What follows belongs to an exercise in optimizing a design on an open flow for small area and a short achievable clock period; a production flow would make more cautious choices.
In this exercise RTL edits were held to simulation tests only and were not proved equivalent to the original.
Power is estimated from default activity; no workload was simulated.

==> flow/design.v <==
`timescale 1ns / 1ps
module Fdiv (
    input  wire reset,
    input  wire clk_50ns,
    output reg  [3:0] phase,
    output wire tick_1s
);
  assign tick_1s = phase[2] & ~phase[1] & phase[0];
  always @(posedge reset or posedge clk_50ns) begin
    if (reset) phase <= 4'd1;
    else begin
      phase[0] <= ~phase[0];
      phase[1] <= phase[1] ^ (phase[0] & ~phase[3]);
      phase[2] <= phase[2] ^ (phase[1] & phase[0]);
      phase[3] <= phase[3] ^ (phase[0] & (phase[3] | (phase[2] & phase[1])));
    end
  end
endmodule
`timescale 1ns / 1ps
module Dis (
    input wire reset,
    input wire start,
    input wire pause,
    input wire waitt,
    input wire clk_50ns,
    input wire tick_1s,
    input wire [1:0] speedup,
    output reg [18:0] distance,
    output wire drive
);
  reg start_ff;
  assign drive = (start | start_ff) & ~pause & ~waitt;
  wire en = tick_1s & drive;
  wire [3:0] x  = distance[3:0];
  wire [3:0] d1 = distance[7:4];
  wire [3:0] d2 = distance[11:8];
  wire [3:0] d3 = distance[15:12];
  wire [2:0] d4 = distance[18:16];
  wire W = d4[2] & d4[1] & d3[2] & ~d3[1] & d3[0] & d2[2] & ~d2[1] & d2[0] & ~d1[2] & d1[1] & d1[0];
  wire n9_1 = d1[3] & d1[0];
  wire n9_2 = d2[3] & d2[0];
  wire n9_3 = d3[3] & d3[0];
  function [5:0] addu;   
    input [3:0] x;
    input [2:0] k;
    input w;
    reg [4:0] u;
    begin
      u = x + k;
      if (w && u >= 5'd6) addu = {2'b10, u[3:0] - 4'd6};
      else if (u >= 5'd10) addu = {2'b01, u[3:0] - 4'd10};
      else addu = {2'b00, u[3:0]};
    end
  endfunction
  wire [5:0] a0 = addu(x, 3'd1, W);
  wire [5:0] a1 = addu(x, 3'd2, W);
  wire [5:0] a2 = addu(x, 3'd4, W);
  wire [5:0] a3 = addu(x, 3'd6, W);
  reg  [5:0] a;
  always @(*) begin
    case (speedup)
      2'd0: a = a0;
      2'd1: a = a1;
      2'd2: a = a2;
      default: a = a3;
    endcase
  end
  wire z = en & a[5];    
  wire cc = en & a[4];   
  function [3:0] inc;
    input [3:0] d;
    begin
      inc[0] = ~d[0];
      inc[1] = d[1] ^ (d[0] & ~d[3]);
      inc[2] = d[2] ^ (d[1] & d[0]);
      inc[3] = d[3] ^ (d[0] & (d[3] | (d[2] & d[1])));
    end
  endfunction
  wire [3:0] n0 = en ? a[3:0] : x;
  wire [3:0] n1 = cc ? inc(d1) : d1;
  wire [3:0] n2 = (cc & n9_1) ? inc(d2) : d2;
  wire [3:0] n3 = (cc & n9_1 & n9_2) ? inc(d3) : d3;
  wire [2:0] n4 = (cc & n9_1 & n9_2 & n9_3) ? d4 + 3'd1 : d4;
  always @(posedge reset or posedge clk_50ns) begin
    if (reset) begin
      distance <= 19'd0;
      start_ff <= 1'b0;
    end else begin
      distance <= z ? {15'd0, n0} : {n4, n3, n2, n1, n0};
      if (tick_1s & start & ~pause & ~waitt) start_ff <= 1'b1;
    end
  end
endmodule
`timescale 1ns / 1ps
module Traffic (
    input  wire reset,
    input  wire pause,
    input  wire waitt,
    input  wire clk_50ns,
    input  wire tick_1s,
    output wire addition
);
  reg [3:0] s;
  wire t = tick_1s;
  wire c = ~pause & waitt;
  assign addition = s[3] & s[1] & s[0];
  always @(posedge reset or posedge clk_50ns) begin
    if (reset) s <= 4'd0;
    else begin
      s[3] <= (~t & s[3]) | (~c & s[3]) | (s[3] & ~s[1]) | (s[3] & ~s[0]) | (t & c & s[2] & s[1] & s[0]);
      s[2] <= (~t & s[2]) | (~c & s[2]) | (t & c & ~s[3] & ~s[2] & s[1] & s[0]) | (s[2] & ~s[1]) | (s[2] & ~s[0]);
      s[1] <= (~t & s[1]) | (~c & s[1]) | (t & c & ~s[1] & s[0]) | (s[1] & ~s[0]);
      s[0] <= (~t & s[0]) | (~c & s[0]) | (t & s[3] & s[1]) | (t & c & ~s[0]);
    end
  end
endmodule
`timescale 1ns / 1ps
module Fare (
    input wire reset,
    input wire drive,
    input wire pause,
    input wire waitt,
    input wire clk_50ns,
    input wire tick_1s,
    input wire [3:0] phase,
    input wire addition,
    input wire [18:0] distance,
    output reg [18:0] fare
);
  wire [3:0] x  = fare[3:0];
  wire [3:0] f1 = fare[7:4];
  wire [3:0] f2 = fare[11:8];
  wire [3:0] f3 = fare[15:12];
  wire [2:0] f4 = fare[18:16];
  wire le200 = ~f4[2] & ~f4[1] & ~f4[0] & ~f3[3] & ~f3[2] & ~f3[1] & ~f3[0] & ~f2[3] & ~f2[2] &
               (~f2[1] | (~f2[0] & ~f1[3] & ~f1[2] & ~f1[1] & ~f1[0] & ~x[3] & ~x[2] & ~x[1] & ~x[0]));
  wire [18:0] calc;
  BcdCode u_calc (
      .reset(reset),
      .clk_50ns(clk_50ns),
      .phase(phase),
      .d(distance),
      .le200(le200),
      .fare_new(calc)
  );
  wire load = tick_1s & drive;
  wire e = tick_1s & addition & waitt & ~pause;
  wire W = f4[2] & f4[1] & f3[2] & ~f3[1] & f3[0] & f2[2] & ~f2[1] & f2[0] & ~f1[2] & f1[1] & f1[0];
  wire [3:0] n0;
  assign n0[3] = (~W & ~x[2] & x[1] & x[0]) | (~W & x[2] & ~x[1] & ~x[0]);
  assign n0[2] = (W & x[2] & x[0]) | (~W & ~x[3] & ~x[2] & ~x[1]) | (x[3] & x[0]) |
                 (W & ~x[2] & ~x[1] & ~x[0]) | (~W & ~x[2] & x[1] & ~x[0]);
  assign n0[1] = (~W & ~x[3] & ~x[2] & ~x[1] & x[0]) | (~W & ~x[2] & x[1] & ~x[0]) |
                 (x[3] & ~x[0]) | (W & x[1] & x[0]) | (W & x[2] & ~x[0]) | (x[2] & x[1] & x[0]);
  assign n0[0] = ~x[0];
  wire c0 = (x[2] & x[0]) | x[3] | (x[2] & x[1]);
  wire z = W & (x[0] | x[1] | x[2]);
  function [4:0] inc;   
    input [3:0] d;
    input c;
    begin
      inc[0] = d[0] ^ c;
      inc[1] = d[1] ^ (c & d[0] & ~d[3]);
      inc[2] = d[2] ^ (c & d[1] & d[0]);
      inc[3] = d[3] ^ (c & d[0] & (d[3] | (d[2] & d[1])));
      inc[4] = c & d[3] & d[0];
    end
  endfunction
  wire [4:0] n1 = inc(f1, c0);
  wire [4:0] n2 = inc(f2, n1[4]);
  wire [4:0] n3 = inc(f3, n2[4]);
  wire c3 = n3[4];
  wire [2:0] n4 = {f4[2] ^ (c3 & f4[1] & f4[0]), f4[1] ^ (c3 & f4[0]), f4[0] ^ c3};
  wire [18:0] plus5 = {n4 & {3{~z}}, n3[3:0] & {4{~z}}, n2[3:0] & {4{~z}}, n1[3:0] & {4{~z}}, n0};
  always @(posedge reset or posedge clk_50ns) begin
    if (reset) fare <= 19'd0;
    else fare <= load ? calc : (e ? plus5 : fare);
  end
endmodule
`timescale 1ns / 1ps
module Delay (
    input wire reset,
    input wire clk_50ns,
    output reg [2:0] Bit_Sel
);
  reg [1:0] cnt;   
  always @(posedge reset or posedge clk_50ns) begin
    if (reset) begin
      cnt <= 2'd0;
      Bit_Sel <= 3'b000;
    end else begin
      cnt <= {cnt[0], ~cnt[1] & ~cnt[0]};
      Bit_Sel <= Bit_Sel + {2'b00, cnt[1]};
    end
  end
endmodule
`timescale 1ns / 1ps
module BcdCode (
    input  wire        reset,
    input  wire        clk_50ns,
    input  wire [3:0]  phase,
    input  wire [18:0] d,         
    input  wire        le200,     
    output wire [18:0] fare_new   
);
  wire le30 = (d <= 19'h00030);
  wire ge150 = (d >= 19'h00150);
  wire geA = (d >= 19'h54594);
  wire geB = (d >= 19'h36446);
  reg  [19:0] cst;   
  always @(*) begin
    if (le30) cst = 20'h00060;
    else if (le200) cst = geA ? 20'h34488 : 20'h00024;
    else if (ge150) cst = geB ? 20'h34398 : 20'h99934;
    else cst = 20'h39255;
  end
  wire k8 = ~le200;   
  wire [4:0] c0 = (~le30 & ~le200 & ~ge150) ? 5'd6 : 5'd0;
  wire [2:0] j = phase[2:0];   
  reg  [3:0] dj;   
  reg  [3:0] cj;   
  always @(*) begin
    case (j)
      3'd0: begin dj = d[3:0];   cj = 4'd0; end
      3'd1: begin dj = d[7:4];   cj = cst[3:0]; end
      3'd2: begin dj = d[11:8];  cj = cst[7:4]; end
      3'd3: begin dj = d[15:12]; cj = cst[11:8]; end
      3'd4: begin dj = {1'b0, d[18:16]}; cj = cst[15:12]; end
      default: begin dj = 4'd0; cj = cst[19:16]; end
    endcase
    if (le30) dj = 4'd0;
  end
  reg  [4:0] carry;
  wire [4:0] cin = (j == 3'd0) ? c0 : carry;
  wire [6:0] t = (k8 ? {dj, 3'b000} : {2'b00, dj, 1'b0}) + cj + cin;   
  wire [3:0] tq = t / 7'd10;
  wire [3:0] q = t % 7'd10;
  wire [4:0] cout = dj + tq;
  reg  [15:0] sr;
  always @(posedge reset or posedge clk_50ns) begin
    if (reset) carry <= 5'd0;
    else carry <= cout;
  end
  always @(posedge clk_50ns) sr <= {q, sr[15:4]};
  assign fare_new = {q[2:0], sr};
endmodule
`timescale 1ns / 1ps
module SLed (
    input wire [15:0] distance_bcd,
    input wire [15:0] fare_bcd,
    input wire [2:0] Bit_Sel,
    output wire [3:0] AN,   
    output wire [7:0] Seg   
);
  reg [3:0] x;
  assign AN = {1'b1, Bit_Sel};
  always @(*) begin
    case (Bit_Sel)
      3'b000: x = fare_bcd[15:12];
      3'b001: x = fare_bcd[11:8];
      3'b010: x = fare_bcd[7:4];
      3'b011: x = fare_bcd[3:0];
      3'b100: x = distance_bcd[15:12];
      3'b101: x = distance_bcd[11:8];
      3'b110: x = distance_bcd[7:4];
      default: x = distance_bcd[3:0];
    endcase
  end
  assign Seg[7] = (~x[3] & ~x[2] & ~x[1] & x[0]) | (x[2] & ~x[1] & ~x[0]);
  assign Seg[6] = (x[2] & ~x[1] & x[0]) | (x[2] & x[1] & ~x[0]);
  assign Seg[5] = ~x[2] & x[1] & ~x[0];
  assign Seg[4] = (~x[3] & ~x[2] & ~x[1] & x[0]) | (x[2] & ~x[1] & ~x[0]) | (x[2] & x[1] & x[0]);
  assign Seg[3] = x[0] | (x[2] & ~x[1]);
  assign Seg[2] = (~x[3] & ~x[2] & x[0]) | (~x[2] & x[1]) | (x[1] & x[0]);
  assign Seg[1] = (~x[3] & ~x[2] & ~x[1]) | (x[2] & x[1] & x[0]);
  assign Seg[0] = ~(Bit_Sel[1] & ~Bit_Sel[0]);
endmodule
`timescale 1ns / 1ps
module Top(reset,start,pause,waitt,clk_50ns,speedup,AN,Seg);
  input reset;
  input start;
  input pause;
  input waitt;
  input clk_50ns;
  input [1:0]speedup;
  output [3:0]AN;
  output [7:0]Seg;
  wire tick_1s;
  wire [3:0]phase;
  wire addition;
  wire drive;
  wire [2:0]Bit_Sel;
  wire [18:0]fare;
  wire [18:0]distance;
  Fdiv u1(reset,clk_50ns,phase,tick_1s);
  Dis  u2(reset,start,pause,waitt,clk_50ns,tick_1s,speedup,distance,drive);
  Traffic u3(reset,pause,waitt,clk_50ns,tick_1s,addition);
  Fare u4(reset,drive,pause,waitt,clk_50ns,tick_1s,phase,addition,distance,fare);
  Delay u5(reset,clk_50ns,Bit_Sel);
  SLed  u8(distance[15:0],fare[15:0],Bit_Sel,AN,Seg);
endmodule
==> flow/flow/run.sh <==
#!/bin/bash
# Layout flow: the standard synthesis, then its combinational logic
# re-mapped by ABC with an area-oriented script (flip-flops kept as they
# are, same cells and names), then the standard ORFS flow from the
# floorplan on, with a leaner clock tree and plain buffers on the ports.  Each tool's output goes to a
# log file of its own in this folder.
set -euo pipefail
R=orfs/results/${FLOW_PLATFORM}/Top/base
LIB=${FLOW_HOME}/platforms/${FLOW_PLATFORM}/lib/sky130_fd_sc_hd__tt_025C_1v80.lib

bash standard.sh synth > 1_standard_synth.log 2>&1

cp ${R}/1_2_yosys.v ${R}/1_2_yosys_standard.v
FFS=$(grep -oE "sky130_fd_sc_hd__(df|edf|sdf|dl)[a-z0-9_]+" ${R}/1_2_yosys_standard.v | sort -u | tr '\n' ' ')
sed -e "s#@LIB@#${LIB}#g" -e "s#@FFS@#${FFS}#g" -e "s#@IN@#${R}/1_2_yosys_standard.v#g" \
    -e "s#@OUT@#${R}/1_2_yosys.v#g" flow/remap.ys > remap.ys
yosys -s remap.ys > 2_remap_yosys.log 2>&1
rm -f ${R}/1_synth.odb ${R}/1_synth.sdc
touch ${R}/1_2_yosys.v ${R}/1_2_yosys.sdc

bash standard.sh \
  "CTS_ARGS=-sink_clustering_enable -repair_clock_nets -dont_use_dummy_load -sink_clustering_size 40 -sink_clustering_max_diameter 200 -buf_list {sky130_fd_sc_hd__clkbuf_8 sky130_fd_sc_hd__clkbuf_16}" \
  "BUFFER_PORTS_ARGS=-buffer_cell sky130_fd_sc_hd__buf_2" \
  finish > 3_standard_finish.log 2>&1
==> flow/flow/remap.ys <==
# Re-map the combinational logic of the standard synthesis netlist.  The
# flip-flop cells are black boxes, so every register keeps its cell and name.
read_liberty -ignore_miss_func @LIB@
blackbox @FFS@
read_verilog @IN@
hierarchy -check -top Top
flatten
opt_clean -purge
abc -script +strash;&get,-n;&deepsyn,-T,60;&dch,-f;&nf,-R,1000;&put -liberty @LIB@ -dont_use *probe* -dont_use *lpflow* -D 120000
opt_clean -purge
splitnets
opt_clean -purge
hilomap -singleton -hicell sky130_fd_sc_hd__conb_1 HI -locell sky130_fd_sc_hd__conb_1 LO
insbuf -buf sky130_fd_sc_hd__buf_4 A X
check
stat -liberty @LIB@
write_verilog -noattr -nohex -nodec @OUT@
==> flow/standard.sh <==
#!/bin/bash
# synth_recipe.tcl (not shown) runs the flow's synth.tcl, then flattens the netlist and writes it again
# the make line also repeats each setting of config.mk as NAME=value (left out here)
make -C /OpenROAD-flow-scripts/flow DESIGN_CONFIG=/design/flow/config.mk WORK_HOME=/design/flow/orfs CLKGATE_MAP_FILE= SYNTH_SCRIPT=/design/flow/synth_recipe.tcl "${@:-finish}"
==> flow/config.mk <==
export PLATFORM = sky130hd
export DESIGN_NAME = Top
export DESIGN_NICKNAME = Top
export VERILOG_FILES = /design/flow/design.v
export SDC_FILE = /design/flow/constraint.sdc
export NUM_CORES = 4
export LEC_CHECK = 0
export CAP_MARGIN = 20
export CORE_MARGIN = 2
export CORE_UTILIZATION = 40
export SLEW_MARGIN = 20
==> flow/constraint.sdc <==
create_clock -name core_clock -period 120.0 [get_ports {clk_50ns}]
set_input_delay 24.0000 -clock core_clock [delete_from_list [all_inputs] [get_ports {clk_50ns}]]
set_output_delay 24.0000 -clock core_clock [all_outputs]
set_load 0.01 [all_outputs]
==> notes.md, run 1 <==
run status timing/DRC/antenna clean; top layer in use met4; cell count after synthesis 531; number of antenna diodes 0; Final Total Pwr 0.0566 mW; upper clock frequency limit 0.0373 GHz; global-route wire length before repair 18.3 mm; cell count after placement 684; Max FO, Critical Path 13; clock insertion delay at the later pin of the skew report 0.37 ns; relative area change from synthesis to final layout 8.86%; number of nets in the synthesized netlist 538; detailed-route wire length on metal 1 5.26 mm; total negative slack for setup checks 0 ns; number of hold buffers added after CTS 0; clock transition at the registers of the reported paths 0.09 ns; Post-layout nets 566; CORE AREA 10,400 sq um; final weighted congestion of routability-driven global placement 0.891; residual overflow from global routing 0; launching element type of the critical path register; vias after detailed routing 4,116; largest net degree at the start of global routing 58; Setup Slack @ Placement 92.90 ns; Overall Global Routing Usage 20.1%; met3 wire length 590 microns; clock period minus final worst setup slack 26.79 ns; transition time at the pin with the least slew margin 0.769 ns; maximum vdd drop 7.78 uV; Die Ht 107 microns; yosys synthesis warning count 7; power per standard cell area 12.2 nW/um^2; average vias per placed instance 5.94; drt initial violations 403; via count of the first global-routing pass 3,701; layout cells sized above 1 5.75%; TritonCTS buffer count 9; final cell count without fillers 693; Detailed Routing Iterations Pass 1 5; type of element capturing the critical path output port; count of antenna-violating nets left after detailed routing 0; CP Data Arrival Time 2.79 ns; max-cap violation count 0; Worst Slack Setup Final 93.21 ns; Area after DPL 4530 sq um; critical path required time 96.00 ns; initial core utilization 41.3%; met2 WL 5.07 mm; number of standard-cell rows in the floorplan 37; Lkg Pwr 1.91 nW; DR WL/cell 16.0 microns; average footprint of a synthesized cell 8.06 sq um; worst hold-check slack 0.325 ns; routed wire length 11.1 mm; count of unresolved DRC violations after routing 0; Clock Tree Buf Depth 2; max_slew headroom 48.8%; setup-violating endpoint count in the final report 0; horizontal die dimension 107 microns; cell area after synthesis 4280 sq um; path class of the lowest-slack min-delay path register to register; Max Transition Viols Final 0; worst setup path category register to output port; clock tree skew after final layout 0.0293 ns; final HPWL from detailed placement 7.97 mm; I/O pin count 19; Non-Filler Cell Area, Final 4660 sq um; core occupancy in the finished layout 44.9%; CTS Root Buffer Type clkbuf_8; Buffers on Ports 17; die outline area 11,500 sq um; setup repair after global routing missed its margin false; Sink Count 73; share of the clock period used by the worst path after layout 22.3%; Resize count post-CTS 0; # H-tree levels 3; clock tree from TritonCTS built; final count of hold timing violations 0; initial antenna violation count 0; Post CTS Setup Buffer Count 0
-- layout make-up --
type / instances / area, sq um
fill: 1058 / 5710
multi-input combinational: 440 / 2450
sequential: 73 / 1750
tap: 136 / 170
clock buffer: 9 / 124
timing repair buffer: 21 / 115
inverter: 14 / 52.6
-- state kept, by name (all words and copies together) (netlist names), named ones only --
name	count
u5.Bit_Sel	3
u5.cnt	2
u4.u_calc.carry	5
u4.u_calc.sr	16
u1.phase	4
u2.start_ff	1
u2.distance	18
u3.s	4
u4.fare	19
-- routing by layer --
metal	GRT usage [%]	vias to the layer above
met5	0	-
met3	4.36	12
met1	27.0	1989
met2	32.4	119
met4	6.04	0
li1	-	1996
-- placed cells by master (no fill, tap or decap), types with 3 or more instances in the layout --
cell type  instances
nand2_1           64
clkbuf_8           9
dfxtp_1           16
nand4_1            4
a222oi_1           3
buf_4              4
xnor2_1           11
a311oi_1           5
and3_1             9
nor4_1             8
o21ai_0           49
a21o_1             7
nor2_1            67
a211oi_1           6
a31oi_1           11
o21a_1             3
clkinv_1          13
nor3_1            18
mux2i_1            4
or2_0              8
o211ai_1           4
nand2b_1          13
or4_1              3
nand3_1           21
a22oi_1            4
xor2_1            16
and2_0            10
buf_2             17
dfrtp_1           56
a21oi_1           52
o22ai_1            5
nor2b_1            8
-- path summary, 6_finish.rpt --
| kind | slack [ns] | cells after the start | from | end |
|---|---|---|---|---|
| max | 93.21 | 9 | u5.Bit_Sel[2] | Seg[4] |
| min | 0.32 | 0 | u4.u_calc.sr[10] | u4.u_calc.sr[6] |
| max reg2reg | 112.42 | 32 | u2.distance[14] | u4.u_calc.carry[3] |
| min reg2reg | 0.32 | 0 | u4.u_calc.sr[10] | u4.u_calc.sr[6] |
| max in group asynchronous | 95.63 | 3 | reset | u2.distance[16] |
| min in group asynchronous | 23.85 | 3 | reset | u4.fare[17] |
-- worst max-delay path: stages, from the launching register on --
cell and delay, ns:
dfrtp_1 0.55, nor2b_1 0.39, a222oi_1 0.14, and3_1 0.20, a21oi_1 0.35, xnor2_1 0.21, nor2_1 0.08, o21a_1 0.18
or2_0 0.19, buf_2 0.14
-- where the power goes --
group | total (mW) | switching [mW] | internal, mW | leakage (nW)
registers | 0.0314 | 0.00357 | 0.0278 | 0.881
logic | 0.0104 | 0.00618 | 0.00424 | 0.959
clock network | 0.0149 | 0.00818 | 0.00669 | 0.0647
==> run 2: changes to the inputs <==
--- a/flow/flow/run.sh
+++ b/flow/flow/run.sh
@@ -21,3 +21,3 @@
 bash standard.sh \
-  "CTS_ARGS=-sink_clustering_enable -repair_clock_nets -dont_use_dummy_load -sink_clustering_size 40 -sink_clustering_max_diameter 200 -buf_list {sky130_fd_sc_hd__clkbuf_8 sky130_fd_sc_hd__clkbuf_16}" \
+  "CTS_ARGS=-sink_clustering_enable -repair_clock_nets -dont_use_dummy_load -sink_clustering_size 25 -sink_clustering_max_diameter 60 -buf_list sky130_fd_sc_hd__clkbuf_8" \
   "BUFFER_PORTS_ARGS=-buffer_cell sky130_fd_sc_hd__buf_2" \
==> run 2 against run 1 <==
  * Final cell count unchanged
  * Routed wire length unchanged
  * Fmax unchanged
  * Combinational power about the same
  * Clock skew unchanged
  * Register-to-register slack about the same
  * Clock power about the same
  * Critical path depth unchanged
  * Largest power group unchanged
  * Power unchanged
  * Critical endpoint unchanged
==> notes.md, run 2 <==
horizontal die dimension 107 microns; Area after DPL 4530 sq um; relative area change from synthesis to final layout 8.86%; via count of the first global-routing pass 3,701; final HPWL from detailed placement 7.97 mm; clock insertion delay at the later pin of the skew report 0.37 ns; final weighted congestion of routability-driven global placement 0.891; transition time at the pin with the least slew margin 0.769 ns; share of the clock period used by the worst path after layout 22.3%; total negative slack for setup checks 0 ns; layout cells sized above 1 5.75%; DR WL/cell 16.0 microns; Overall Global Routing Usage 20.1%; global-route wire length before repair 18.3 mm; start point of the critical path u5.Bit_Sel[2]; Reg area 1750 sq um; clock period minus final worst setup slack 26.79 ns; number of standard-cell rows in the floorplan 37; average vias per placed instance 5.94; # H-tree levels 3; path class of the lowest-slack min-delay path register to register; critical path required time 96.00 ns; setup repair after global routing missed its margin false; drt initial violations 403; Min-Delay Startpoint u4.u_calc.sr[10]; origin of the critical flop-to-flop path u2.distance[14]; core occupancy in the finished layout 44.9%; Buffers on Ports 17; Die Ht 107 microns; CTS Root Buffer Type clkbuf_8; number of hold buffers added after CTS 0; setup-violating endpoint count in the final report 0; CP Data Arrival Time 2.79 ns; I/O pin count 19; Post CTS Setup Buffer Count 0; count of antenna-violating nets left after detailed routing 0; Sink Count 73; max reg flops 19; Non-Filler Cell Area, Final 4660 sq um; initial antenna violation count 0; combined area of the multi-input logic cells 2450 sq um; number of antenna diodes 0; Max FO, Critical Path 13; commonest non-fill, non-tap cell in the layout nor2_1; routed wire length 11.1 mm; residual overflow from global routing 0; run status timing/DRC/antenna clean; yosys synthesis warning count 7; number of nets in the synthesized netlist 538; Clock Tree Buf Depth 2; top flop regs u4.fare (19), u2.distance (18), u4.u_calc.sr (16); cell count after synthesis 531; average footprint of a synthesized cell 8.06 sq um; TritonCTS buffer count 9; Resize count post-CTS 0; Lkg Pwr 1.91 nW; power per standard cell area 12.2 nW/um^2; clock tree skew after final layout 0.0293 ns; worst hold-check slack 0.325 ns; maximum vdd drop 7.78 uV; launching element type of the critical path register; upper clock frequency limit 0.0373 GHz; max-cap violation count 0; clock tree from TritonCTS built; vias after detailed routing 4,116; worst setup path category register to output port; CORE AREA 10,400 sq um; cell area after synthesis 4280 sq um; initial core utilization 41.3%; largest net degree at the start of global routing 58; max_slew headroom 48.8%; Max Transition Viols Final 0; Detailed Routing Iterations Pass 1 5; Largest Register u4.fare; die outline area 11,500 sq um; filler cell count 1,058; clock transition at the registers of the reported paths 0.09 ns; most frequent cells in the layout nor2_1 (67), nand2_1 (64), dfrtp_1 (56); Post-layout nets 566; type of element capturing the critical path output port; count of unresolved DRC violations after routing 0; final count of hold timing violations 0
==> run 2: through the flow <==
step	worst slack (ns)	instances	total power, mW
5_1_grt	92.91	693	0.0599
3_3_place_gp	93.02	684	0.0420
3_5_place_dp	92.90	684	0.0422
4_1_cts	93.25	693	0.0572
6_report	93.21	693	0.0566
2_1_floorplan	93.15	531	0.0384
==> run 2: report_power, final <==
group	switching (mW)	leakage, nW	total, mW	internal [mW]
Sequential	0.00357	0.881	0.0314	0.0278
Combinational	0.00618	0.959	0.0104	0.00424
Clock	0.00818	0.0647	0.0149	0.00669
==> run 2: area by class of cell <==
cell class	instances	share of cell area (%)
Tap cell	136	3.65
Clock buffer	9	2.66
Inverter	14	1.13
Timing Repair Buffer	21	2.47
Sequential cell	73	37.5
Multi-Input combinational cell	440	52.6
==> run 2: final timing paths <==
kind,depth (start not counted),slack (ns),end
setup / recovery,9,93.21,Seg[4]
hold / removal,0,0.32,u4.u_calc.sr[6]
setup reg to reg,32,112.42,u4.u_calc.carry[3]
hold reg to reg,0,0.32,u4.u_calc.sr[6]
max in group asynchronous,3,95.63,u2.distance[16]
min in group asynchronous,3,23.85,u4.fare[17]
==> run 2: routing by layer <==
metal  up-vias  global-route usage (%)  wire, microns
met3        12                    4.36            590
met5         -                       0              0
li1       1996                       -              -
met4         0                    6.04            181
met2       119                    32.4           5070
met1      1989                    27.0           5260
==> run 2: critical path, cell delays in order, from the launching register on <==
cell	delay [ns]
dfrtp_1	0.55
nor2b_1	0.39
a222oi_1	0.14
and3_1	0.20
a21oi_1	0.35
xnor2_1	0.21
nor2_1	0.08
o21a_1	0.18
or2_0	0.19
buf_2	0.14
==> run 3: changes to the inputs <==
--- a/flow/design.v
+++ b/flow/design.v
@@ -38,47 +38,37 @@
   wire [2:0] d4 = distance[18:16];
+  wire s1 = speedup[1];
+  wire s0 = speedup[0];
   wire W = d4[2] & d4[1] & d3[2] & ~d3[1] & d3[0] & d2[2] & ~d2[1] & d2[0] & ~d1[2] & d1[1] & d1[0];
-  wire n9_1 = d1[3] & d1[0];
-  wire n9_2 = d2[3] & d2[0];
-  wire n9_3 = d3[3] & d3[0];
-  function [5:0] addu;   
-    input [3:0] x;
-    input [2:0] k;
-    input w;
-    reg [4:0] u;
+  wire [3:0] n0;
+  assign n0[3] = (en & s1 & ~s0 & ~W & x[2] & ~x[1]) | (en & s1 & s0 & ~W & ~x[2] & x[1]) |
+                 (en & ~s1 & s0 & x[2] & x[1]) | (en & ~s1 & x[2] & x[1] & x[0]) | (~en & x[3]) |
+                 (~s1 & ~s0 & x[3] & ~x[0]);
+  assign n0[2] = (~en & x[2]) | (~s1 & ~W & x[2] & ~x[1]) | (~s1 & ~s0 & x[2] & ~x[0]) |
+                 (en & ~s1 & s0 & ~x[2] & x[1]) | (s1 & s0 & W & x[2]) |
+                 (en & s1 & ~s0 & ~W & ~x[3] & ~x[2]) | (en & s1 & s0 & ~W & ~x[2] & ~x[1]) |
+                 (en & ~s1 & ~x[2] & x[1] & x[0]) | (en & s1 & ~s0 & ~x[3] & ~x[2] & ~x[1]);
+  assign n0[1] = (~en & x[1]) | (~s1 & ~s0 & x[1] & ~x[0]) | (s1 & ~s0 & ~W & ~x[2] & x[1]) |
+                 (en & s1 & ~s0 & x[3]) | (en & s0 & ~W & ~x[3] & ~x[2] & ~x[1]) | (s1 & s0 & x[2] & x[1]) |
+                 (s1 & s0 & W & x[1]) | (en & s1 & ~s0 & W & x[2]) | (en & ~s1 & ~W & ~x[3] & ~x[1] & x[0]) |
+                 (en & ~s1 & W & ~x[2] & ~x[1] & x[0]) | (en & ~s1 & s0 & ~W & x[2] & ~x[1]) |
+                 (en & ~s1 & s0 & W & ~x[2] & ~x[1]);
+  assign n0[0] = (~en & x[0]) | (en & ~s1 & ~s0 & ~x[0]) | (s0 & x[0]) | (s1 & x[0]);
+  wire c0 = (en & s1 & s0 & ~W & x[2]) | (en & s1 & x[2] & x[1]) | (en & s0 & x[3]) | (en & s1 & x[3]) | (en & x[3] & x[0]);
+  wire z = (en & s1 & s0 & W) | (en & s1 & W & x[1]) | (en & s1 & W & x[2]) | (en & s0 & W & x[2]) | (en & W & x[2] & x[0]);
+  function [4:0] inc;   
+    input [3:0] d;
+    input c;
     begin
-      u = x + k;
-      if (w && u >= 5'd6) addu = {2'b10, u[3:0] - 4'd6};
-      else if (u >= 5'd10) addu = {2'b01, u[3:0] - 4'd10};
-      else addu = {2'b00, u[3:0]};
+      inc[0] = d[0] ^ c;
+      inc[1] = d[1] ^ (c & d[0] & ~d[3]);
+      inc[2] = d[2] ^ (c & d[1] & d[0]);
+      inc[3] = d[3] ^ (c & d[0] & (d[3] | (d[2] & d[1])));
+      inc[4] = c & d[3] & d[0];
     end
   endfunction
-  wire [5:0] a0 = addu(x, 3'd1, W);
-  wire [5:0] a1 = addu(x, 3'd2, W);
-  wire [5:0] a2 = addu(x, 3'd4, W);
-  wire [5:0] a3 = addu(x, 3'd6, W);
-  reg  [5:0] a;
-  always @(*) begin
-    case (speedup)
-      2'd0: a = a0;
-      2'd1: a = a1;
-      2'd2: a = a2;
-      default: a = a3;
-    endcase
-  end
-  wire z = en & a[5];    
-  wire cc = en & a[4];   
-  function [3:0] inc;
-    input [3:0] d;
-    begin
-      inc[0] = ~d[0];
-      inc[1] = d[1] ^ (d[0] & ~d[3]);
-      inc[2] = d[2] ^ (d[1] & d[0]);
-      inc[3] = d[3] ^ (d[0] & (d[3] | (d[2] & d[1])));
-    end
-  endfunction
-  wire [3:0] n0 = en ? a[3:0] : x;
-  wire [3:0] n1 = cc ? inc(d1) : d1;
-  wire [3:0] n2 = (cc & n9_1) ? inc(d2) : d2;
-  wire [3:0] n3 = (cc & n9_1 & n9_2) ? inc(d3) : d3;
-  wire [2:0] n4 = (cc & n9_1 & n9_2 & n9_3) ? d4 + 3'd1 : d4;
+  wire [4:0] n1 = inc(d1, c0);
+  wire [4:0] n2 = inc(d2, n1[4]);
+  wire [4:0] n3 = inc(d3, n2[4]);
+  wire c3 = n3[4];
+  wire [2:0] n4 = {d4[2] ^ (c3 & d4[1] & d4[0]), d4[1] ^ (c3 & d4[0]), d4[0] ^ c3};
   always @(posedge reset or posedge clk_50ns) begin
@@ -88,4 +78,7 @@
     end else begin
-      distance <= z ? {15'd0, n0} : {n4, n3, n2, n1, n0};
-      if (tick_1s & start & ~pause & ~waitt) start_ff <= 1'b1;
+      distance <= {n4[2] & ~z, n4[1] & ~z, n4[0],
+                   n3[3], n3[2] & ~z, n3[1], n3[0] & ~z,
+                   n2[3], n2[2] & ~z, n2[1], n2[0] & ~z,
+                   n1[3], n1[2], n1[1] & ~z, n1[0] & ~z, n0};
+      if (en && start) start_ff <= 1'b1;
     end
@@ -149,10 +142,10 @@
   wire [3:0] n0;
-  assign n0[3] = (~W & ~x[2] & x[1] & x[0]) | (~W & x[2] & ~x[1] & ~x[0]);
-  assign n0[2] = (W & x[2] & x[0]) | (~W & ~x[3] & ~x[2] & ~x[1]) | (x[3] & x[0]) |
-                 (W & ~x[2] & ~x[1] & ~x[0]) | (~W & ~x[2] & x[1] & ~x[0]);
-  assign n0[1] = (~W & ~x[3] & ~x[2] & ~x[1] & x[0]) | (~W & ~x[2] & x[1] & ~x[0]) |
-                 (x[3] & ~x[0]) | (W & x[1] & x[0]) | (W & x[2] & ~x[0]) | (x[2] & x[1] & x[0]);
-  assign n0[0] = ~x[0];
-  wire c0 = (x[2] & x[0]) | x[3] | (x[2] & x[1]);
-  wire z = W & (x[0] | x[1] | x[2]);
+  assign n0[3] = (~e & x[3]) | (e & ~W & ~x[2] & x[1] & x[0]) | (e & ~W & x[2] & ~x[1] & ~x[0]);
+  assign n0[2] = (~e & x[2]) | (W & x[2] & x[0]) | (e & ~W & ~x[3] & ~x[2] & ~x[1]) | (e & x[3] & x[0]) |
+                 (e & W & ~x[2] & ~x[1] & ~x[0]) | (e & ~W & ~x[2] & x[1] & ~x[0]);
+  assign n0[1] = (e & ~W & ~x[3] & ~x[2] & ~x[1] & x[0]) | (~e & x[1]) | (~W & ~x[2] & x[1] & ~x[0]) |
+                 (e & x[3] & ~x[0]) | (W & x[1] & x[0]) | (e & W & x[2] & ~x[0]) | (x[2] & x[1] & x[0]);
+  assign n0[0] = x[0] ^ e;
+  wire c0 = (e & ~W & x[2] & x[0]) | (e & x[3]) | (e & x[2] & x[1]);
+  wire z = (e & W & x[0]) | (e & W & x[1]) | (e & W & x[2]);
   function [4:0] inc;   
@@ -173,6 +166,9 @@
   wire [2:0] n4 = {f4[2] ^ (c3 & f4[1] & f4[0]), f4[1] ^ (c3 & f4[0]), f4[0] ^ c3};
-  wire [18:0] plus5 = {n4 & {3{~z}}, n3[3:0] & {4{~z}}, n2[3:0] & {4{~z}}, n1[3:0] & {4{~z}}, n0};
+  wire [18:0] plus5 = {n4[2] & ~z, n4[1] & ~z, n4[0],
+                       n3[3], n3[2] & ~z, n3[1], n3[0] & ~z,
+                       n2[3], n2[2] & ~z, n2[1], n2[0] & ~z,
+                       n1[3], n1[2], n1[1] & ~z, n1[0] & ~z, n0};
   always @(posedge reset or posedge clk_50ns) begin
     if (reset) fare <= 19'd0;
-    else fare <= load ? calc : (e ? plus5 : fare);
+    else fare <= load ? calc : plus5;
   end
==> run 3 against run 2 <==
  * Clock-buffer cell count unchanged
  * Sequential power up 18%
  * Critical path depth unchanged
  * Power up 94%
  * Global-route usage down 0.18 points
  * Combinational power rose to 5.6 times the previous value
  * Clock skew down 0.0021 ns
  * Sequential share of layout area up 0.20 points
  * Clock power about the same
  * Final cell count down 2.2%
  * Die area down 0.68%
  * Largest cell class unchanged
  * Largest power group is now combinational cells
  * Highest routed layer unchanged
==> notes.md, run 3 <==
Clock Tree Buf Depth 2; clock tree skew after final layout 0.0272 ns; layout cells sized above 1 6.46%; Max FO, Critical Path 9; drt initial violations 299; Min-Delay Startpoint u4.u_calc.sr[9]; count of antenna-violating nets left after detailed routing 0; launching element type of the critical path register; upper clock frequency limit 0.0374 GHz; transition time at the pin with the least slew margin 0.826 ns; DR WL/cell 15.6 microns; residual overflow from global routing 0; number of hold buffers added after CTS 0; number of nets in the synthesized netlist 523; Worst R2R End u4.u_calc.carry[4]; share of the clock period used by the worst path after layout 22.3%; final count of hold timing violations 0; initial antenna violation count 0; relative area change from synthesis to final layout 9.04%; clock insertion delay at the later pin of the skew report 0.37 ns; critical path required time 96.00 ns; worst setup path category register to output port; Max Transition Viols Final 0; Lkg Pwr 1.93 nW; internal reg-to-reg setup slack 111.89 ns; die outline area 11,500 sq um; final weighted congestion of routability-driven global placement 0.924; Area after DPL 4500 sq um; Detailed Routing Iterations Pass 1 5; top flop regs u2.distance (19), u4.fare (19), u4.u_calc.sr (16); CTS Root Buffer Type clkbuf_8; clock tree from TritonCTS built; number of standard-cell rows in the floorplan 37; combinational fraction of design power 53.0%; origin of the critical flop-to-flop path u4.fare[1]; setup repair after global routing missed its margin false; cell depth of the worst min-delay path 0; sequential share of power 33.8%; Sw Pwr 0.0482 mW; initial core utilization 41.1%; TritonCTS buffer count 9; most frequent cells in the layout nor2_1 (69), nand2_1 (61), dfrtp_1 (56); Post-layout nets 551; max-cap violation count 0; filler cell count 1,019; I/O pin count 19; path class of the lowest-slack min-delay path register to register; maximum vdd drop 24.5 uV; clock group share of total power 13.3%; number of cells traversed by the worst register-to-register path 36; Min-Delay Endpoint u4.u_calc.sr[5]; run status timing/DRC/antenna clean; Overall Global Routing Usage 19.9%; CP Data Arrival Time 2.72 ns; Sink Count 73; vias after detailed routing 3,948; cell area after synthesis 4250 sq um; commonest non-fill, non-tap cell in the layout nor2_1; number of antenna diodes 0; # H-tree levels 3; count of unresolved DRC violations after routing 0; max_slew headroom 44.5%; cell count after synthesis 516; CORE AREA 10,300 sq um; Internal 0.0616 mW; average vias per placed instance 5.82; switching share of total power 43.9%; type of element capturing the critical path output port; power per standard cell area 23.7 nW/um^2; setup-violating endpoint count in the final report 0; routed wire length 10.6 mm; clock period minus final worst setup slack 26.72 ns; Resize count post-CTS 0; Die Ht 107 microns; average footprint of a synthesized cell 8.23 sq um; horizontal die dimension 107 microns; Post CTS Setup Buffer Count 0; global-route wire length before repair 18.3 mm; yosys synthesis warning count 7; final HPWL from detailed placement 7.74 mm; Buffers on Ports 17; Non-Filler Cell Area, Final 4630 sq um; largest net degree at the start of global routing 58; total negative slack for setup checks 0 ns; via count of the first global-routing pass 3,776; clock transition at the registers of the reported paths 0.08 ns
-- run 3: critical path, cell delays in order, from the launching register on --
cell and delay [ns]:
dfrtp_1 0.49, clkinv_1 0.16, nor2_1 0.33, clkinv_1 0.18, o211a_1 0.24, a21oi_1 0.36, xnor2_1 0.19, nand2b_1 0.11
a21oi_1 0.15, buf_2 0.15
-- run 3: power groups by stage --
stage	clock [mW]	sequential, mW	combinational [mW]
global placement	0	0.0376	0.0567
finish	0.0146	0.0371	0.0582
floorplan	0	0.0354	0.0478
CTS	0.0153	0.0371	0.0585
global route	0.0162	0.0380	0.0664
detailed placement	0	0.0375	0.0582
-- run 3: metal layers --
metal	up-vias	global-route usage (%)	part of all wire, %
met5	-	0	0
met2	120	31.1	45
met4	0	7.33	1.4
li1	1941	-	-
met1	1877	26.8	48
met3	10	4.80	5.6
-- run 3: final cells by class --
class / count / area (sq um) / share of cell area [%]
multi-input combinational: 420 / 2410 / 51.9
sequential: 73 / 1750 / 37.7
tap: 136 / 170 / 3.67
clock buffer: 9 / 124 / 2.67
timing repair buffer: 21 / 113 / 2.43
inverter: 19 / 71.3 / 1.54
-- run 3: worst max path at each step --
stage | depth (start not counted) | end | start
2_1_floorplan | 9 | u2.distance[16] | pause
5_1_grt | 9 | Seg[7] | u5.Bit_Sel[1]
6_report | 9 | Seg[7] | u5.Bit_Sel[1]
3_5_place_dp | 11 | u4.fare[18] | pause
3_3_place_gp | 12 | u4.fare[17] | pause
4_1_cts | 9 | Seg[7] | u5.Bit_Sel[1]
-- run 3: per-stage QoR --
step	worst slack, ns	hold WS [ns]	power (mW)	instances	util (%)
3_3_place_gp	93.38	0.335	0.0943	668	43.6
2_1_floorplan	92.39	0.331	0.0832	516	-
5_1_grt	93.02	0.347	0.121	678	44.9
4_1_cts	93.31	0.343	0.111	677	44.8
6_report	93.28	0.339	0.110	678	44.9
3_5_place_dp	93.26	0.340	0.0957	668	43.6
==> run 4: changes to the inputs <==
--- a/flow/flow/run.sh
+++ b/flow/flow/run.sh
@@ -23,2 +23,3 @@
   "BUFFER_PORTS_ARGS=-buffer_cell sky130_fd_sc_hd__buf_2" \
+  "SETUP_SLACK_MARGIN=94" \
   finish > 3_standard_finish.log 2>&1
==> run 4 against run 3 <==
  * Synthesized cell count is the same
  * Critical path depth shrank 1
  * Design area grew 4.9%
  * Clock power grew 4%
  * Still clean
  * Global-route usage grew 0.55 points
  * Final cell count grew 1.8%
  * Fmax grew 1.8%
  * Sequential power is essentially flat
  * Non-clock buffer count grew 12
  * Clock skew shrank 0.00059 ns
  * Worst setup slack gained 0.46 ns
==> notes.md, run 4 <==
horizontal die dimension 107 microns; Clock Tree Buf Depth 2; clock transition at the registers of the reported paths 0.09 ns; Lkg Pwr 1.99 nW; Sink Count 73; number of hold buffers added after CTS 0; launching element type of the critical path register; final count of hold timing violations 0; path class of the lowest-slack min-delay path register to register; number of antenna diodes 0; Post-layout nets 563; most frequent cells in the layout nor2_1 (65), nand2_1 (60), a21oi_1 (52); critical-path cell with the highest stage delay dfrtp_2; residual overflow from global routing 0; number of nets in the synthesized netlist 523; layout cells sized above 1 13.4%; number of standard-cell rows in the floorplan 37; setup-violating endpoint count in the final report 0; total negative slack for setup checks 0 ns; CP Data Arrival Time 2.25 ns; critical path required time 96.00 ns; global-route wire length before repair 18.8 mm; type of element capturing the critical path output port; DR WL/cell 16.3 microns; die outline area 11,500 sq um; Overall Global Routing Usage 20.5%; setup repair after global routing missed its margin true; Final Total Pwr 0.112 mW; drt initial violations 358; top flop regs u2.distance (19), u4.fare (19), u4.u_calc.sr (16); clock tree skew after final layout 0.0266 ns; Max Transition Viols Final 0; origin of the critical flop-to-flop path u4.fare[1]; clock insertion delay at the later pin of the skew report 0.36 ns; max_slew headroom 48.1%; Min-Delay Startpoint u4.u_calc.sr[8]; Buffers on Ports 17; final HPWL from detailed placement 7.87 mm; relative area change from synthesis to final layout 14.4%; upper clock frequency limit 0.0381 GHz; vias after detailed routing 4,031; CORE AREA 10,300 sq um; Detailed Routing Iterations Pass 1 5; clock period minus final worst setup slack 26.25 ns; maximum vdd drop 27.9 uV; cell area after synthesis 4250 sq um; initial antenna violation count 0; transition time at the pin with the least slew margin 0.779 ns; CTS Root Buffer Type clkbuf_8; number of cells traversed by the worst register-to-register path 36; max-cap violation count 0; via count of the first global-routing pass 3,849; # H-tree levels 3; share of the clock period used by the worst path after layout 21.9%; initial core utilization 41.1%; Setup Slack @ Placement 93.64 ns; largest net degree at the start of global routing 58; average footprint of a synthesized cell 8.23 sq um; count of unresolved DRC violations after routing 0; clock tree from TritonCTS built; worst setup path category register to output port; power per standard cell area 23.1 nW/um^2; cell count after synthesis 516; cell depth of the worst min-delay path 0; start point of the critical path u5.Bit_Sel[1]; TritonCTS buffer count 9; routed wire length 11.3 mm; Max FO, Critical Path 6; final weighted congestion of routability-driven global placement 0.886; I/O pin count 19; count of antenna-violating nets left after detailed routing 0; CP Cell Sequence and2_4, a222oi_1, o211a_1, a21oi_4, xnor2_2, nand2b_1, a21oi_1, buf_2; Worst Slack Setup Final 93.75 ns; slowest stage delay, CP 0.45 ns; run status timing/DRC/antenna clean; filler cell count 1,026; Die Ht 107 microns; commonest non-fill, non-tap cell in the layout nor2_1; yosys synthesis warning count 7; average vias per placed instance 5.84
[run 4: report_power, final]
part           internal (mW)  leakage (nW)  switching (mW)
clock network        0.00670        0.0647         0.00847
registers             0.0312         0.852         0.00609
logic                 0.0247          1.07          0.0349
[run 4: what timing repair did]
| item | 4_1_cts | 5_1_grt |
|---|---|---|
| buffers inserted | 8 | 5 |
| pin swaps | 7 | 9 |
| gates resized for setup | 23 | 5 |
| endpoints found under the setup margin | 7 | 9 |
[run 4: metrics by stage]
stage	utilization (%)	std cells	hold WS, ns	cell area (sq um)
floorplan	-	516	0.331	4310
global placement	44.1	668	0.344	4560
detailed placement	44.1	668	0.343	4560
CTS	46.5	685	0.331	4800
global route	47.1	690	0.341	4860
finish	47.1	690	0.329	4860
[run 4: routing by layer]
metal | vias up | GRT usage, % | wire length, microns
li1 | 1957 | - | -
met1 | 1939 | 26.8 | 5420
met2 | 117 | 32.5 | 5140
met3 | 18 | 5.78 | 531
met4 | 0 | 6.86 | 156
met5 | - | 0 | 0
[run 4: worst paths after layout]
path / to / slack [ns]
worst min-delay path: u4.u_calc.sr[4] / 0.33
worst max-delay path: Seg[7] / 93.75
worst min register to register: u4.u_calc.sr[4] / 0.33
min in group asynchronous: u4.fare[0] / 23.85
max in group asynchronous: u2.distance[14] / 95.56
worst max register to register: u4.u_calc.carry[4] / 111.93
[run 4: final cells by class]
class,count,area (sq um),area share (%)
Tap cell,136,170,3.50
Clock buffer,9,124,2.55
Multi-Input combinational cell,420,2530,52.2
Sequential cell,73,1750,36.1
Inverter,19,73.8,1.52
Timing Repair Buffer,33,201,4.15
[run 4: worst max-delay path: cells and delay by family (launching register included)]
kind,cells,cell delay (ns)
compound gates,4,0.81
flops,1,0.45
simple gates,2,0.31
xor+xnor,1,0.20
buf+inv,1,0.15
==> run 5: changes to the inputs <==
--- a/flow/flow/run.sh
+++ b/flow/flow/run.sh
@@ -23,3 +23,3 @@
   "BUFFER_PORTS_ARGS=-buffer_cell sky130_fd_sc_hd__buf_2" \
-  "SETUP_SLACK_MARGIN=94" \
+  "SETUP_SLACK_MARGIN=95" \
   finish > 3_standard_finish.log 2>&1
==> run 5 against run 4 <==
  * First-iteration DRC count down 19%
  * Register-to-register slack worse by 0.20 ns
  * Die area unchanged
  * Clock skew down 0.0081 ns
  * Utilization up 8.0 points
  * Still clean on timing, DRC and antenna
  * Clock-buffer cell count unchanged
  * Sequential share of layout area down 5.3 points
  * Clock power about the same
  * Highest routed layer unchanged
==> notes.md, run 5 <==
final weighted congestion of routability-driven global placement 0.923; Detailed Routing Iterations Pass 1 5; Setup Slack @ Placement 93.84 ns; die outline area 11,500 sq um; max_slew headroom 48.8%; clock period minus final worst setup slack 26.28 ns; initial antenna violation count 0; layout cells sized above 1 30.0%; share of the clock period used by the worst path after layout 21.9%; clock insertion delay at the later pin of the skew report 0.37 ns; vias after detailed routing 4,294; run status timing/DRC/antenna clean; largest net degree at the start of global routing 58; max-cap violation count 0; DR WL/cell 17.1 microns; setup-violating endpoint count in the final report 0; power per standard cell area 20.4 nW/um^2; Sw Pwr 0.0519 mW; clock tree from TritonCTS built; slowest stage delay, CP 0.52 ns; critical-path cell with the highest stage delay mux4_2; buffering stage count on the worst path with inverters included 2; Max Transition Viols Final 0; Post-layout nets 606; Max FO, Critical Path 5; number of nets in the synthesized netlist 523; clock transition at the registers of the reported paths 0.08 ns; relative area change from synthesis to final layout 33.8%; launching element type of the critical path register; final cell count without fillers 733; core occupancy in the finished layout 55.1%; drt initial violations 290; maximum vdd drop 33.0 uV; final count of hold timing violations 0; Sink Count 73; global-route wire length before repair 20.7 mm; sequential share of power 32.8%; via count of the first global-routing pass 4,240; number of antenna diodes 0; CORE AREA 10,300 sq um; transition time at the pin with the least slew margin 0.768 ns; count of antenna-violating nets left after detailed routing 0; TritonCTS buffer count 9; Buffers on Ports 17; switching share of total power 44.8%; most frequent cells in the layout nand2_1 (58), nor2_1 (55), dfrtp_1 (52); worst hold-check slack 0.332 ns; Internal 0.0641 mW; count of unresolved DRC violations after routing 0; total negative slack for setup checks 0 ns; dominant delay contributor by cell family on the critical path multiplexers; average footprint of a synthesized cell 8.23 sq um; Worst Slack Setup Final 93.72 ns; Lkg Pwr 2.33 nW; # H-tree levels 3; Final Total Pwr 0.116 mW; Area after DPL 4710 sq um; upper clock frequency limit 0.0381 GHz; path class of the lowest-slack min-delay path register to register; cell count after placement 668; worst setup path category register to output port; average vias per placed instance 5.86; clock group share of total power 13.0%; I/O pin count 19; critical path required time 96.00 ns; clock tree skew after final layout 0.0185 ns; residual overflow from global routing 0; routed wire length 12.5 mm; top flop regs u2.distance (19), u4.fare (19), u4.u_calc.sr (16); yosys synthesis warning count 7; Clock Tree Buf Depth 2; CP Data Arrival Time 2.28 ns; setup repair after global routing missed its margin true; number of standard-cell rows in the floorplan 37; initial core utilization 41.1%; Overall Global Routing Usage 22.6%; commonest non-fill, non-tap cell in the layout nand2_1; final HPWL from detailed placement 7.94 mm; Die Ht 107 microns; CP Cell Sequence buf_6, mux4_2, a211oi_4, nand4_1, o21ai_2, buf_2; cell area after synthesis 4250 sq um; horizontal die dimension 107 microns; combinational fraction of design power 54.3%; cell count after synthesis 516; type of element capturing the critical path output port; Non-Filler Cell Area, Final 5690 sq um; CTS Root Buffer Type clkbuf_8
-- run 5: per-layer routing --
layer	global-route usage, %	wire (microns)	vias to the layer above	share of wire (%)
met3	5.41	645	24	5.1
met5	0	0	-	0
met4	8.63	279	0	2.2
met1	30.2	5610	2086	45
li1	-	-	2053	-
met2	35.3	6000	131	48
-- run 5: cell type report --
cell class / instances / area (sq um)
inverters: 19 / 75.1
repair buffers: 76 / 677
flip-flops and latches: 73 / 1750
multi-input cells: 420 / 2890
fillers: 929 / 4640
clock buffers: 9 / 124
well taps: 136 / 170
-- run 5: power by group through the flow --
stage | Clock, mW | Combinational [mW] | Sequential (mW)
after floorplan | 0 | 0.0491 | 0.0358
after global placement | 0 | 0.0581 | 0.0379
after detailed placement | 0 | 0.0599 | 0.0380
after CTS | 0.0154 | 0.0620 | 0.0378
after global routing | 0.0164 | 0.0718 | 0.0389
final | 0.0151 | 0.0630 | 0.0380
-- run 5: path summary, 6_finish.rpt --
kind                            slack (ns)            start  cells past startpoint                  to
min in group asynchronous            23.86            reset                      3  u4.u_calc.carry[4]
max in group asynchronous            95.58            reset                      3       u5.Bit_Sel[0]
worst min-delay path                  0.33  u4.u_calc.sr[9]                      0     u4.u_calc.sr[5]
worst min register to register        0.33  u4.u_calc.sr[9]                      0     u4.u_calc.sr[5]
worst max-delay path                 93.72    u5.Bit_Sel[0]                      6              Seg[4]
worst max register to register      111.73       u4.fare[1]                     36  u4.u_calc.carry[4]
-- run 5: timing repair --
action                                  CTS  global route
setup buffers                            44            11
hold buffers                              0             0
cloned                                    1             0
gates resized for setup                  61            43
hold endpoints to repair                  0             0
endpoints found under the setup margin   41            44
pin swaps                                40            28
==> run 6: changes to the inputs <==
--- a/flow/flow/run.sh
+++ b/flow/flow/run.sh
@@ -23,3 +23,3 @@
   "BUFFER_PORTS_ARGS=-buffer_cell sky130_fd_sc_hd__buf_2" \
-  "SETUP_SLACK_MARGIN=95" \
+  "SETUP_SLACK_MARGIN=94" "SETUP_MOVE_SEQUENCE=sizeup,swap" "SKIP_GATE_CLONING=1" "SKIP_LAST_GASP=1" \
   finish > 3_standard_finish.log 2>&1
==> run 6 against run 5 <==
  * Still clean
  * Design area decreased by 16%
  * Flip-flop and latch count unchanged
  * Sequential power decreased by 2%
  * First-iteration DRC count increased by 28%
  * Hold slack got worse by 0.0041 ns
  * Utilization decreased by 9.1 points
  * Clock power about the same
  * Critical path type unchanged
  * Critical endpoint is now Seg[7]
  * Largest power group unchanged
  * Highest routed layer unchanged
==> notes.md, run 6 <==
final HPWL from detailed placement 7.87 mm; clock transition at the registers of the reported paths 0.09 ns; launching element type of the critical path register; largest net degree at the start of global routing 58; maximum vdd drop 27.9 uV; clock group share of total power 13.7%; max_slew headroom 48.1%; commonest non-fill, non-tap cell in the layout nor2_1; average footprint of a synthesized cell 8.23 sq um; clock tree skew after final layout 0.0271 ns; max-cap violation count 0; horizontal die dimension 107 microns; count of antenna-violating nets left after detailed routing 0; TritonCTS buffer count 9; setup repair after global routing missed its margin true; clock period minus final worst setup slack 26.31 ns; Detailed Routing Iterations Pass 1 5; number of cells on the critical path 8; share of the clock period used by the worst path after layout 21.9%; worst setup path category register to output port; slowest stage delay, CP 0.50 ns; Die Ht 107 microns; final weighted congestion of routability-driven global placement 0.886; Final Total Pwr 0.111 mW; setup-violating endpoint count in the final report 0; most frequent cells in the layout nor2_1 (66), nand2_1 (60), dfrtp_1 (54); Overall Global Routing Usage 20.3%; number of nets in the synthesized netlist 523; # H-tree levels 3; number of hold buffers added after CTS 0; Internal 0.0620 mW; CORE AREA 10,300 sq um; clock tree from TritonCTS built; vias after detailed routing 3,948; path class of the lowest-slack min-delay path register to register; I/O pin count 19; cell area after synthesis 4250 sq um; type of element capturing the critical path output port; combinational fraction of design power 52.8%; run status timing/DRC/antenna clean; CP Cell Sequence nor2_1, a222oi_1, and3_1, a21oi_2, xnor2_2, nand2b_1, a21oi_1, buf_2; cell depth of the worst min-delay path 0; die outline area 11,500 sq um; number of antenna diodes 0; number of cells traversed by the worst register-to-register path 36; Setup Slack @ Placement 93.64 ns; final count of hold timing violations 0; CP Data Arrival Time 2.31 ns; switching share of total power 44.3%; final cell count without fillers 677; cell count after synthesis 516; worst hold-check slack 0.328 ns; top flop regs u2.distance (19), u4.fare (19), u4.u_calc.sr (16); count of unresolved DRC violations after routing 0; dominant delay contributor by cell family on the critical path simple AND/OR/NAND/NOR gates; residual overflow from global routing 0; yosys synthesis warning count 7; sequential share of power 33.5%; total negative slack for setup checks 0 ns; cell count after placement 668; buffering stage count on the worst path with inverters included 1; Sw Pwr 0.0493 mW; transition time at the pin with the least slew margin 0.778 ns; internal reg-to-reg setup slack 111.92 ns; global-route wire length before repair 18.6 mm; critical-path cell with the highest stage delay dfrtp_2; via count of the first global-routing pass 3,816; upper clock frequency limit 0.0380 GHz; average vias per placed instance 5.83; relative area change from synthesis to final layout 11.8%; routed wire length 11.1 mm; Worst Slack Setup Final 93.69 ns; critical path required time 96.00 ns; Clock Tree Buf Depth 2; power per standard cell area 23.4 nW/um^2; initial antenna violation count 0; Sink Count 73; DR WL/cell 16.4 microns; Max Transition Viols Final 0; Max FO, Critical Path 12; number of standard-cell rows in the floorplan 37; layout cells sized above 1 10.5%; clock insertion delay at the later pin of the skew report 0.36 ns; drt initial violations 370; Post-layout nets 550; initial core utilization 41.1%; CTS Root Buffer Type clkbuf_8; Lkg Pwr 1.93 nW; Buffers on Ports 17
==> run 6: power by group through the flow <==
stage | registers, mW | clock network (mW) | logic (mW)
final | 0.0373 | 0.0152 | 0.0588
after floorplan | 0.0355 | 0 | 0.0479
after global placement | 0.0376 | 0 | 0.0566
after detailed placement | 0.0377 | 0 | 0.0583
after global routing | 0.0382 | 0.0164 | 0.0679
after CTS | 0.0373 | 0.0155 | 0.0592
==> run 6: worst paths after layout <==
check | start | to
setup reg to reg | u4.fare[1] | u4.u_calc.carry[4]
setup / recovery | u5.Bit_Sel[0] | Seg[7]
hold reg to reg | u4.u_calc.sr[8] | u4.u_calc.sr[4]
hold / removal | u4.u_calc.sr[8] | u4.u_calc.sr[4]
min in group asynchronous | reset | u4.fare[0]
max in group asynchronous | reset | u5.Bit_Sel[1]
==> run 6: per-stage QoR <==
step                cell area (sq um)  util [%]
floorplan                        4310         -
global placement                 4560      44.1
detailed placement               4560      44.1
CTS                              4730      45.9
global route                     4750      46.0
finish                           4750      46.0
==> run 6: per-layer routing <==
metal | track usage [%] | routed length, microns | share of wire [%]
met1 | 26.7 | 5380 | 48
met4 | 6.86 | 144 | 1.3
met3 | 5.78 | 568 | 5.1
met5 | 0 | 0 | 0
met2 | 32.1 | 5020 | 45
==> run 6: timing repair <==
item,in CTS,in global routing
gates cloned,0,0
setup buffers,0,0
resized for setup,19,3
hold endpoints to repair,0,0
endpoints found under the setup margin,7,9
pin swaps,8,4
==> run 6: cell type report <==
type	instances	area, sq um
multi-input combinational	420	2520
inverter	19	75.1
sequential	73	1750
tap	136	170
fill	1043	5580
timing repair buffer	20	108
clock buffer	9	124
==> run 7: changes to the inputs <==
--- a/flow/flow/run.sh
+++ b/flow/flow/run.sh
@@ -23,3 +23,3 @@
   "BUFFER_PORTS_ARGS=-buffer_cell sky130_fd_sc_hd__buf_2" \
-  "SETUP_SLACK_MARGIN=94" "SETUP_MOVE_SEQUENCE=sizeup,swap" "SKIP_GATE_CLONING=1" "SKIP_LAST_GASP=1" \
+  "SETUP_SLACK_MARGIN=93.7" "SETUP_MOVE_SEQUENCE=sizeup,swap" "SKIP_GATE_CLONING=1" "SKIP_LAST_GASP=1" \
   finish > 3_standard_finish.log 2>&1
==> run 7 against run 6 <==
  * Area after synthesis did not move
  * Global-route usage fell by 0.65 points
  * Routed wire length fell by 3.7%
  * Sequential power barely moved
  * Sequential share of layout area rose by 0.28 points
  * Fmax barely moved
  * Utilization fell by 0.35 points
  * Register-to-register slack got worse by 0.03 ns
  * Final cell count did not move
  * Clock skew fell by 0.0067 ns
  * First-iteration DRC count fell by 30%
  * Combinational power barely moved
  * Highest routed layer unchanged
==> notes.md, run 7 <==
clock tree from TritonCTS built; maximum vdd drop 31.4 uV; largest net degree at the start of global routing 58; number of hold buffers added after CTS 0; Max FO, Critical Path 9; cell count after synthesis 516; average footprint of a synthesized cell 8.23 sq um; setup repair after global routing missed its margin true; TritonCTS buffer count 9; core occupancy in the finished layout 45.6%; Die Ht 107 microns; launching element type of the critical path register; share of the clock period used by the worst path after layout 21.9%; Sink Count 73; initial core utilization 41.1%; average vias per placed instance 5.74; Max Transition Viols Final 0; most frequent cells in the layout nor2_1 (67), nand2_1 (61), dfrtp_1 (54); CTS Root Buffer Type clkbuf_8; yosys synthesis warning count 7; Setup Slack @ Placement 93.29 ns; max_slew headroom 48.5%; upper clock frequency limit 0.0380 GHz; # H-tree levels 3; CP Data Arrival Time 2.30 ns; residual overflow from global routing 0; transition time at the pin with the least slew margin 0.772 ns; Final Total Pwr 0.111 mW; final count of hold timing violations 0; power per standard cell area 23.5 nW/um^2; path class of the lowest-slack min-delay path register to register; Worst Slack Setup Final 93.70 ns; Clock Tree Buf Depth 2; run status timing/DRC/antenna clean; type of element capturing the critical path output port; via count of the first global-routing pass 3,670; worst hold-check slack 0.344 ns; setup-violating endpoint count in the final report 0; layout cells sized above 1 9.43%; count of antenna-violating nets left after detailed routing 0; DR WL/cell 15.8 microns; Detailed Routing Iterations Pass 1 5; worst setup path category register to output port; combined area of the multi-input logic cells 2480 sq um; drt initial violations 259; commonest non-fill, non-tap cell in the layout nor2_1; clock tree skew after final layout 0.0203 ns; clock transition at the registers of the reported paths 0.08 ns; clock period minus final worst setup slack 26.30 ns; routed wire length 10.7 mm; total negative slack for setup checks 0 ns; I/O pin count 19; final weighted congestion of routability-driven global placement 0.926; count of unresolved DRC violations after routing 0; critical path required time 96.00 ns; number of nets in the synthesized netlist 523; Post CTS Setup Buffer Count 0; clock insertion delay at the later pin of the skew report 0.36 ns; initial antenna violation count 0; number of antenna diodes 0; Post-layout nets 550; global-route wire length before repair 18.2 mm; final HPWL from detailed placement 7.77 mm; cell area after synthesis 4250 sq um; Buffers on Ports 17; number of standard-cell rows in the floorplan 37; filler cell count 1,018; relative area change from synthesis to final layout 10.9%; CORE AREA 10,300 sq um; max-cap violation count 0; top flop regs u2.distance (19), u4.fare (19), u4.u_calc.sr (16); vias after detailed routing 3,883; horizontal die dimension 107 microns; Overall Global Routing Usage 19.7%; die outline area 11,500 sq um; Reg area 1750 sq um; Lkg Pwr 1.93 nW
[run 7: final cells by class]
| class | instances | share of cell area, % |
|---|---|---|
| multi-input cells | 420 | 52.7 |
| flip-flops and latches | 73 | 37.1 |
| well taps | 136 | 3.61 |
| clock buffers | 9 | 2.63 |
| repair buffers | 20 | 2.36 |
| inverters | 19 | 1.54 |
[run 7: final timing paths]
path	startpoint	to	slack, ns	cells after the start
min in group asynchronous	reset	u4.u_calc.carry[4]	23.83	3
hold reg to reg	u4.u_calc.sr[9]	u4.u_calc.sr[5]	0.34	0
setup / recovery	u5.Bit_Sel[1]	Seg[7]	93.70	8
max in group asynchronous	reset	u5.Bit_Sel[0]	95.57	3
hold / removal	u4.u_calc.sr[9]	u4.u_calc.sr[5]	0.34	0
setup reg to reg	u4.fare[1]	u4.u_calc.carry[4]	111.89	36
[run 7: power breakdown]
part	internal, mW	leakage, nW	switching, mW
sequential	0.0312	0.857	0.00606
combinational	0.0241	1.01	0.0348
clock	0.00669	0.0647	0.00803
[run 7: through the flow]
step,instance area [sq um],instances
after floorplan,4270,516
after global placement,4520,668
after detailed placement,4520,668
after CTS,4680,677
after global routing,4710,677
final,4710,677
[run 7: critical path, cell delays in order (launching register included)]
cell	delay, ns
dfrtp_2	0.49
and2_4	0.22
a222oi_1	0.35
and3_1	0.23
a21oi_2	0.08
xnor2_2	0.21
nand2b_1	0.11
a21oi_1	0.13
buf_2	0.14
[run 7: per-layer routing]
| layer | vias up | track usage [%] | wire (microns) |
|---|---|---|---|
| li1 | 1930 | - | - |
| met1 | 1842 | 27.4 | 5180 |
| met2 | 95 | 30.9 | 4870 |
| met3 | 16 | 3.71 | 497 |
| met4 | 0 | 6.22 | 162 |
| met5 | - | 0 | 0 |
[run 7: repair_timing]
item / in CTS / in global routing
gates resized for setup: 13 / 10
setup endpoints to repair: 9 / 12
pin swaps: 1 / 5
hold endpoints to repair: 0 / 0

## separate check: timing with driven ports
The flow's constraints put no driver on any port. The routed layouts listed below were extracted and timed again, unchanged, in two steps.
Step 1 sets driving cells, clkbuf_16 on the clock port and buf_2 on the other inputs (assumed; they add their load-dependent delay and slew).
Step 2, shift: input delay + t, output delay - t, t = (earliest + latest rising clock arrival at the registers) / 2. This alone moves slack from input paths to output paths.
Slacks: ideal / step 1 / step 2; pairs: ideal / step 1.
run | t, ns | slack for setup (ns) | worst setup path at the end | worst slew at a driven data input, ns | pins driven straight from the clock port
run 1 | 0.384 | 93.213 / 93.181 / 92.861 | input to register | 0.03 | 1
run 2 | 0.384 | 93.213 / 93.181 / 92.861 | input to register | 0.03 | 1
run 3 | 0.386 | 93.284 / 93.250 / 93.215 | input to register | 0.03 | 1
run 4 | 0.383 | 93.748 / 93.715 / 93.786 | input to register | 0.03 | 1
run 5 | 0.389 | 93.723 / 93.690 / 93.942 | input to register | 0.05 | 1
run 6 | 0.383 | 93.689 / 93.656 / 93.791 | input to register | 0.03 | 1
run 7 | 0.378 | 93.702 / 93.669 / 93.541 | input to register | 0.03 | 1
After both steps setup and hold are still met in every run listed.
